Source: an optimization exercise on an open RTL-to-GDS flow (aim: a short achievable clock period and few clock cycles). Production flows keep margins and buffers that such runs may drop.
In this exercise RTL edits were held to simulation tests only and were not proved equivalent to the original.
No activity file was given, so power comes from the tool's default toggle rates.

Setup of JK:
Design rat_6_arch, start of the top module:
module rat_6_arch(
    input [7:0]IN_PORT,
    input CLK,
    output IO_STRB,
    input RESET,
    output [7:0]PORT_ID,
    output [7:0]OUT_PORT,
    output [9:0]PROG_ADDR,
    input [17:0]PROG_IR
    );
Size in the first run: ~55 I/O pins, ~0.017 sq mm of cells after synthesis.
Settings: LEC_CHECK=0, ABC_CLOCK_PERIOD_IN_PS=1500, CAP_MARGIN=20, CORE_MARGIN=2, CORE_UTILIZATION=40, SETUP_SLACK_MARGIN=4, SLEW_MARGIN=20, SYNTH_HIERARCHICAL=1, SYNTH_MINIMUM_KEEP_SIZE=0; clock period 6.0 ns.
run.sh (not shown) runs the stock make flow with config.mk's settings and CLKGATE_MAP_FILE= SYNTH_SCRIPT=/design/flow/synth_recipe.tcl, a recipe that flattens the netlist after the stock synthesis.
JK finished every stage and its layout cleared the timing, design-rule and antenna checks.
Testbench counts of JK, summed over its fixed seeds: cycles 11,731.
#### Input delta (MS over JK)
-- flow/design.v --
<<< JK, line 85
        op_clc = (hi == 5'b01100) & (lo == 2'b00);
        op_sec = (hi == 5'b01100) & (lo == 2'b01);
        inv_b  = (alu2 & f[2] & f[1]) | is_cmp;    
    end
    logic [7:0] a_rf, b_rf, a_nxn, b_nxn, bs_nxn, o_nxn;
    logic       efx, efy;
>>> MS, line 85
        op_clc = (hi == 5'b01100) & (lo == 2'b00);
        op_sec = (hi == 5'b01100) & (lo == 2'b01);
    end
    rat_invb ivb (.hi(hi), .lo(lo), .inv_b(inv_b));
    logic [7:0] a_rf, b_rf, a_nxn, b_nxn, bs_nxn, o_nxn;
    logic       efx, efy;
<<< JK, line 315
                .t(1'b0), .n(~reset), .q(dv_nx));
endmodule
module rat_pcb (
    input  co, zl, tc1, tc0, tz1, tz0, t, n,
>>> MS, line 315
                .t(1'b0), .n(~reset), .q(dv_nx));
endmodule
module rat_invb (
    input  [4:0] hi,
    input  [1:0] lo,
    output       inv_b
    );
    assign inv_b = (hi[4:1] == 4'b1011)                           
                 | (hi == 5'b11000)                               
                 | ((hi == 5'b00001) & (lo[1] == 1'b1))           
                 | ((hi == 5'b00010) & (lo == 2'b00));            
endmodule
module rat_pcb (
    input  co, zl, tc1, tc0, tz1, tz0, t, n,
## What came out
JK: done, clean on timing, DRC and antenna. Per the final summary, MS finished and its layout is clean on timing, DRC and antenna. Looking at met3 global-route usage, MS sits 1.3 points higher than JK does. Worst setup timing slack at the placement stage down 0.084 ns in MS wrt JK. On total chip power: between JK and MS, it ends up higher for MS. Against JK, via count of the first global-routing pass in MS rose slightly. Diff JK -> MS: mean post-synth cell area flat; total power density per cell area shows an increase of 9.9 mW/mm^2; layout cell share with drive strength beyond 1 has decreased; cell count after synthesis stayed essentially flat. On number of buffers inserted during clock tree synthesis: MS sits above JK. Between JK and MS, the difference in setup skew after layout is negligible. JK -> MS: cell area after layout flat. [compare] base=JK new=MS: placement-stage cell area went up by about 0.7%; transition time of the tightest slew-check pin went up by 0.074 ns; global-route usage went up by 0.46 points.
Testbench counts of MS, summed over its fixed seeds: cycles 11,731.

---

Setup of v19:
Another version of the RTL of rat_6_arch (not shown whole).
Size: roughly 1400 cells after synthesis, roughly 55 I/O pins, roughly 18000 sq um of cells after synthesis.
==> flow/config.mk <==
export PLATFORM = sky130hd
export DESIGN_NAME = rat_6_arch
export DESIGN_NICKNAME = rat_6_arch
export VERILOG_FILES = /design/flow/design.v
export SDC_FILE = /design/flow/constraint.sdc
export NUM_CORES = 4
export LEC_CHECK = 0
export ABC_CLOCK_PERIOD_IN_PS = 1500
export CAP_MARGIN = 20
export CORE_MARGIN = 2
export CORE_UTILIZATION = 40
export SETUP_SLACK_MARGIN = 4
export SLEW_MARGIN = 20
export SYNTH_HIERARCHICAL = 1
export SYNTH_MINIMUM_KEEP_SIZE = 0
==> flow/constraint.sdc <==
create_clock -name core_clock -period 6.0 [get_ports {CLK}]
set_input_delay 1.2000 -clock core_clock [delete_from_list [all_inputs] [get_ports {CLK}]]
set_output_delay 1.2000 -clock core_clock [all_outputs]
set_load 0.01 [all_outputs]
Testbench counts of v19, summed over its fixed seeds: cycles 11,492.
Relative to v19, the following input files were edited for v7:
-- flow/design.v --
<<< v19, line 101
    rat_rdport rpb1 (.rf(rf_hi), .adr(ry), .q(b_rf[7:4]));
    logic       sox, soy;
    rat_fwd fwd (.rx(rx), .ry(ry), .hi4(hi[4]), .e_wr(e_wr), .e_rd(e_rd), .w_wr(w_wr), .w_rd(w_rd),
                 .efx(efx), .efy(efy), .wfx(wfx), .wfy(wfy), .sox(sox), .soy(soy));
    rat_bypass bpa (.sel_w(efx), .w(w), .sel_i(1'b0), .i(8'h00), .sel_q(wfx), .wq(w_q), .sel_o(sox),
                    .r(a_rf), .inv(1'b0), .qn(a_nxn), .qn2(o_nxn), .qsn());
>>> v7, line 101
    rat_rdport rpb1 (.rf(rf_hi), .adr(ry), .q(b_rf[7:4]));
    logic       sox, soy;
    rat_eq2 fex (.a1(e_rd), .b1(rx), .en1(e_wr), .a2(5'd0), .b2(5'd0), .en2(1'b0), .f(1'b0), .q(efx));
    rat_eq2 fey (.a1(e_rd), .b1(ry), .en1(e_wr & ~hi[4]), .a2(5'd0), .b2(5'd0), .en2(1'b0), .f(1'b0), .q(efy));
    rat_eq2 fwx (.a1(w_rd), .b1(rx), .en1(w_wr), .a2(5'd0), .b2(5'd0), .en2(1'b0), .f(1'b0), .q(wfx));
    rat_eq2 fwy (.a1(w_rd), .b1(ry), .en1(w_wr), .a2(5'd0), .b2(5'd0), .en2(1'b0), .f(1'b0), .q(wfy));
    rat_eq2 fox (.a1(e_rd), .b1(rx), .en1(e_wr), .a2(w_rd), .b2(rx), .en2(w_wr), .f(1'b0), .q(sox));
    rat_eq2 foy (.a1(e_rd), .b1(ry), .en1(e_wr), .a2(w_rd), .b2(ry), .en2(w_wr), .f(hi[4]), .q(soy));
    rat_bypass bpa (.sel_w(efx), .w(w), .sel_i(1'b0), .i(8'h00), .sel_q(wfx), .wq(w_q), .sel_o(sox),
                    .r(a_rf), .inv(1'b0), .qn(a_nxn), .qn2(o_nxn), .qsn());
<<< v19, line 226
    end
endmodule
module rat_fwd (
    input  [4:0] rx, ry,
    input        hi4,             
    input        e_wr,
    input  [4:0] e_rd,
    input        w_wr,
    input  [4:0] w_rd,
    output logic efx, efy, wfx, wfy, sox, soy
    );
    always_comb begin
        efx = e_wr && (e_rd == rx);
        efy = e_wr && (e_rd == ry) && !hi4;
        wfx = w_wr && (w_rd == rx);
        wfy = w_wr && (w_rd == ry);
        sox = efx | wfx;
        soy = efy | wfy | hi4;
    end
endmodule
module rat_bypass (
>>> v7, line 230
    end
endmodule
module rat_eq2 (
    input  [4:0] a1, b1, a2, b2,
    input        en1, en2, f,
    output       q
    );
    assign q = f | (en1 & (a1 == b1)) | (en2 & (a2 == b2));
endmodule
module rat_bypass (
<<< v19, line 350
    rat_mux #(1)  mz (.s(zl), .d1(z1), .d0(z0), .q(z_nx));
    rat_mux #(1)  mk (.s(co), .d1(k1), .d0(k0), .q(cin_nx));
    rat_mux #(1)  mt (.s(zl), .d1(tz1), .d0(tz0), .q(tz));
    rat_mux #(1)  mtc (.s(co), .d1(tc1), .d0(tc0), .q(tc));
    rat_or        mtk (.a(tz), .b(tc), .q(take));
    rat_mux #(10) mq (.s(take), .d1(pt), .d0(pn), .q(pc_nx));
    rat_mux #(1)  md (.s(take), .d1(prr), .d0(nprr), .q(dv_nx));
endmodule
module rat_or (
>>> v7, line 343
    rat_mux #(1)  mz (.s(zl), .d1(z1), .d0(z0), .q(z_nx));
    rat_mux #(1)  mk (.s(co), .d1(k1), .d0(k0), .q(cin_nx));
    for (genvar i = 0; i < 10; i++) begin : pb
        rat_pcb b (.co(co), .zl(zl), .tc1(tc1), .tc0(tc0), .tz1(tz1), .tz0(tz0),
                   .t(pt[i]), .n(pn[i]), .q(pc_nx[i]));
    end
    rat_pcb bd (.co(co), .zl(zl), .tc1(tc1), .tc0(tc0), .tz1(tz1), .tz0(tz0),
                .t(prr), .n(nprr), .q(dv_nx));
    rat_pcb bt (.co(co), .zl(zl), .tc1(tc1), .tc0(tc0), .tz1(tz1), .tz0(tz0),
                .t(1'b1), .n(1'b0), .q(take));
endmodule
module rat_or (
<<< v19, line 361
    );
    assign q = a | b;
endmodule
module rat_mux #(parameter int W = 1) (
>>> v7, line 357
    );
    assign q = a | b;
endmodule
module rat_pcb (
    input  co, zl, tc1, tc0, tz1, tz0, t, n,
    output q
    );
    assign q = ((zl ? tz1 : tz0) | (co ? tc1 : tc0)) ? t : n;
endmodule
module rat_mux #(parameter int W = 1) (
--- outcome ---
Count of clock buffers in the final design came out exactly the same in v19 and v7. v7 — global-route track usage on met2 0.39 points lower, v19 as reference. After detailed routing, v19 needs less wire than v7. v7 vs. v19: global routing usage on met3 increased 1.2 points, worst setup slack increased by 12 ps relative to the old numbers, sum of buffers and inverters on the critical path saw an increase, synthesis-to-layout area growth went up, net switching power of the design moved up. Total of plain and repair buffers excluding clock buffers in v7 is 34 above v19. Re flip-flop and latch share of the layout cell area: v19 and v7 aren't equal, and the lower value belongs to v7. The critical path capture point comes out e_bsn[4] in one run and e_bsn[6] in the other, namely in v7 and v19 respectively.
Testbench counts of v7, summed over its fixed seeds: cycles 11,492.

---

rat_6_arch, a different RTL version from the one above (not shown whole).
Size in the first run: ~55 I/O pins.
==> module rat_brsel, before the edit <==
module rat_brsel (
    input              reset,
    input              dv,
    input  [4:0]       hi,
    input  [1:0]       lo,
    input              C, Z,
    input              ldc, ldz, clc, sec,
    input              arith, sub, co, x8o, zl,
    input              cin1, cinc, cinn,        
    input  [9:0]       tgt,
    input  [9:0]       inc,
    output [9:0]       pc_nx,
    output             dv_nx,
    output             c_nx,
    output             z_nx,
    output             cin_nx
    );
    logic       c1, c0, z1, z0, tc1, tc0, tz1, tz0, tz, k1, k0, d1, d0;
    logic [9:0] tgt_r, inc_r;
    logic       br_n, br_eq, br_ne, br_cs, br_cc;
    always_comb begin
        br_n   = (hi == 5'b00100) & (lo == 2'b00);
        br_eq  = (hi == 5'b00100) & (lo == 2'b10);
        br_ne  = (hi == 5'b00100) & (lo == 2'b11);
        br_cs  = (hi == 5'b00101) & (lo == 2'b00);
        br_cc  = (hi == 5'b00101) & (lo == 2'b01);
        c1 = ~clc & (sec | (ldc ? (arith ? ~sub : x8o) : C));
        c0 = ~clc & (sec | (ldc ? (arith ?  sub : x8o) : C));
        z1 = ldz | Z;
        z0 = ~ldz & Z;
        tc1 = dv & ((br_cs & c1) | (br_cc & ~c1));
        tc0 = dv & ((br_cs & c0) | (br_cc & ~c0));
        tz1 = dv & (br_n | (br_eq & z1) | (br_ne & ~z1));
        tz0 = dv & (br_n | (br_eq & z0) | (br_ne & ~z0));
        k1 = cin1 | (cinc & c1) | (cinn & ~c1);
        k0 = cin1 | (cinc & c0) | (cinn & ~c0);
        d1 = ~reset & ~tc1;
        d0 = ~reset & ~tc0;
        tgt_r = reset ? 10'd0 : tgt;
        inc_r = reset ? 10'd0 : inc;
    end
    rat_mux #(1)  mc (.s(co), .d1(c1), .d0(c0), .q(c_nx));
    rat_mux #(1)  mz (.s(zl), .d1(z1), .d0(z0), .q(z_nx));
    rat_mux #(1)  mk (.s(co), .d1(k1), .d0(k0), .q(cin_nx));
    rat_mux #(1)  mt (.s(zl), .d1(tz1), .d0(tz0), .q(tz));
    logic tc, take;
    rat_mux #(1)  mtc (.s(co), .d1(tc1), .d0(tc0), .q(tc));
    rat_or        mtk (.a(tz), .b(tc), .q(take));
    rat_mux #(10) mq (.s(take), .d1(tgt_r), .d0(inc_r), .q(pc_nx));
    assign dv_nx = ~take & ~reset;
endmodule
==> module rat_or, before the edit <==
module rat_or (
    input  a, b,
    output q
    );
    assign q = a | b;
endmodule
make LEC_CHECK=0 ABC_CLOCK_PERIOD_IN_PS=1500 CAP_MARGIN=20 CORE_MARGIN=2 CORE_UTILIZATION=40 SETUP_SLACK_MARGIN=4 SLEW_MARGIN=20 SYNTH_HIERARCHICAL=1 SYNTH_MINIMUM_KEEP_SIZE=0 finish   # period 6.0 ns
Testbench counts at the start, summed over its fixed seeds: cycles 11,731.
Then changed:
--- a/flow/design.v
+++ b/flow/design.v
@@ -279,5 +279,5 @@
     );
     logic       c1, c0, z1, z0, tc1, tc0, tz1, tz0, tz, k1, k0, d1, d0;
-    logic [9:0] tgt_r, inc_r;
+    logic [9:0] tgt_r, inc_r, pa1, pa0, pb;
     logic       br_n, br_eq, br_ne, br_cs, br_cc;
     always_comb begin
@@ -301,4 +301,6 @@
         tgt_r = reset ? 10'd0 : tgt;
         inc_r = reset ? 10'd0 : inc;
+        pa1 = tc1 ? tgt_r : inc_r;
+        pa0 = tc0 ? tgt_r : inc_r;
     end
     rat_mux #(1)  mc (.s(co), .d1(c1), .d0(c0), .q(c_nx));
@@ -306,15 +308,13 @@
     rat_mux #(1)  mk (.s(co), .d1(k1), .d0(k0), .q(cin_nx));
     rat_mux #(1)  mt (.s(zl), .d1(tz1), .d0(tz0), .q(tz));
-    logic tc, take;
-    rat_mux #(1)  mtc (.s(co), .d1(tc1), .d0(tc0), .q(tc));
-    rat_or        mtk (.a(tz), .b(tc), .q(take));
-    rat_mux #(10) mq (.s(take), .d1(tgt_r), .d0(inc_r), .q(pc_nx));
-    assign dv_nx = ~take & ~reset;
+    rat_mux #(10) mp (.s(co), .d1(pa1), .d0(pa0), .q(pb));
+    rat_mux #(10) mq (.s(tz), .d1(tgt_r), .d0(pb), .q(pc_nx));
+    rat_dvsel     md (.tz(tz), .co(co), .d1(d1), .d0(d0), .reset(reset), .q(dv_nx));
 endmodule
-module rat_or (
-    input  a, b,
+module rat_dvsel (
+    input  tz, co, d1, d0, reset,
     output q
     );
-    assign q = a | b;
+    assign q = ~tz & (co ? d1 : d0) & ~reset;
 endmodule
 module rat_mux #(parameter int W = 1) (
After rerunning:
- The new run finished clean
- non-clock buffer count came out higher by 59
- cell area came out higher by 7.0%
- setup slack improves by 150 ps
- wire length came out higher by 9.8%
- worst hold slack improves by 42 ps
- sequential power came out higher by about 1%
- die area came out higher by 2.7%
- fmax came out higher by 6.2%
- sequential cell count is unchanged
- global-route usage came out higher by 1.6 points
- area after synthesis came out higher by 2.8%
- clock power came out higher by about 2%
- clock skew came out lower by 8.1 ps
- register-to-register slack improves by 140 ps
Testbench counts after the change, summed over its fixed seeds: cycles 11,731.

afterwards: timing with drivers on the ports:
In the flow no input, the clock included, has a driving cell. The finished layouts below were timed again as built, in two steps. Step 1, drivers: a clkbuf_16 drives CLK and a buf_2 each remaining input, both assumed. Step 2 also shifts input and output timing later by t, the mid clock arrival at the registers, as if the neighbouring blocks saw the same clock. Three values: no drivers, after step 1, after step 2; two values: the first two.
run | t (ns) | setup slack, ns | hold WS [ns] | worst setup path after step 2 | pins driven straight from the clock port
JK | 0.617 | 3.525 / 3.525 / 2.934 | 0.403 / 0.403 / 0.403 | input to register | 1
MS | 0.624 | 3.494 / 3.487 / 2.863 | 0.448 / 0.448 / 0.448 | input to register | 1
v19 | 0.637 | 3.391 / 3.401 / 2.764 | 0.326 / 0.326 / 0.326 | input to register | 1
v7 | 0.641 | 3.403 / 3.415 / 2.774 | 0.325 / 0.325 / 0.325 | input to register | 1
the first run of note 3 | 0.579 | 3.354 / 3.358 / 2.779 | 0.385 / 0.385 / 0.385 | input to register | 1
the second run of note 3 | 0.588 | 3.508 / 3.396 / 2.808 | 0.427 / 0.427 / 0.427 | input to register | 1
After both steps setup and hold are still met in every run listed. For the second run of note 3, which loses most, drivers alone change the setup slack by -0.112 ns; drivers and shift together by -0.700 ns.
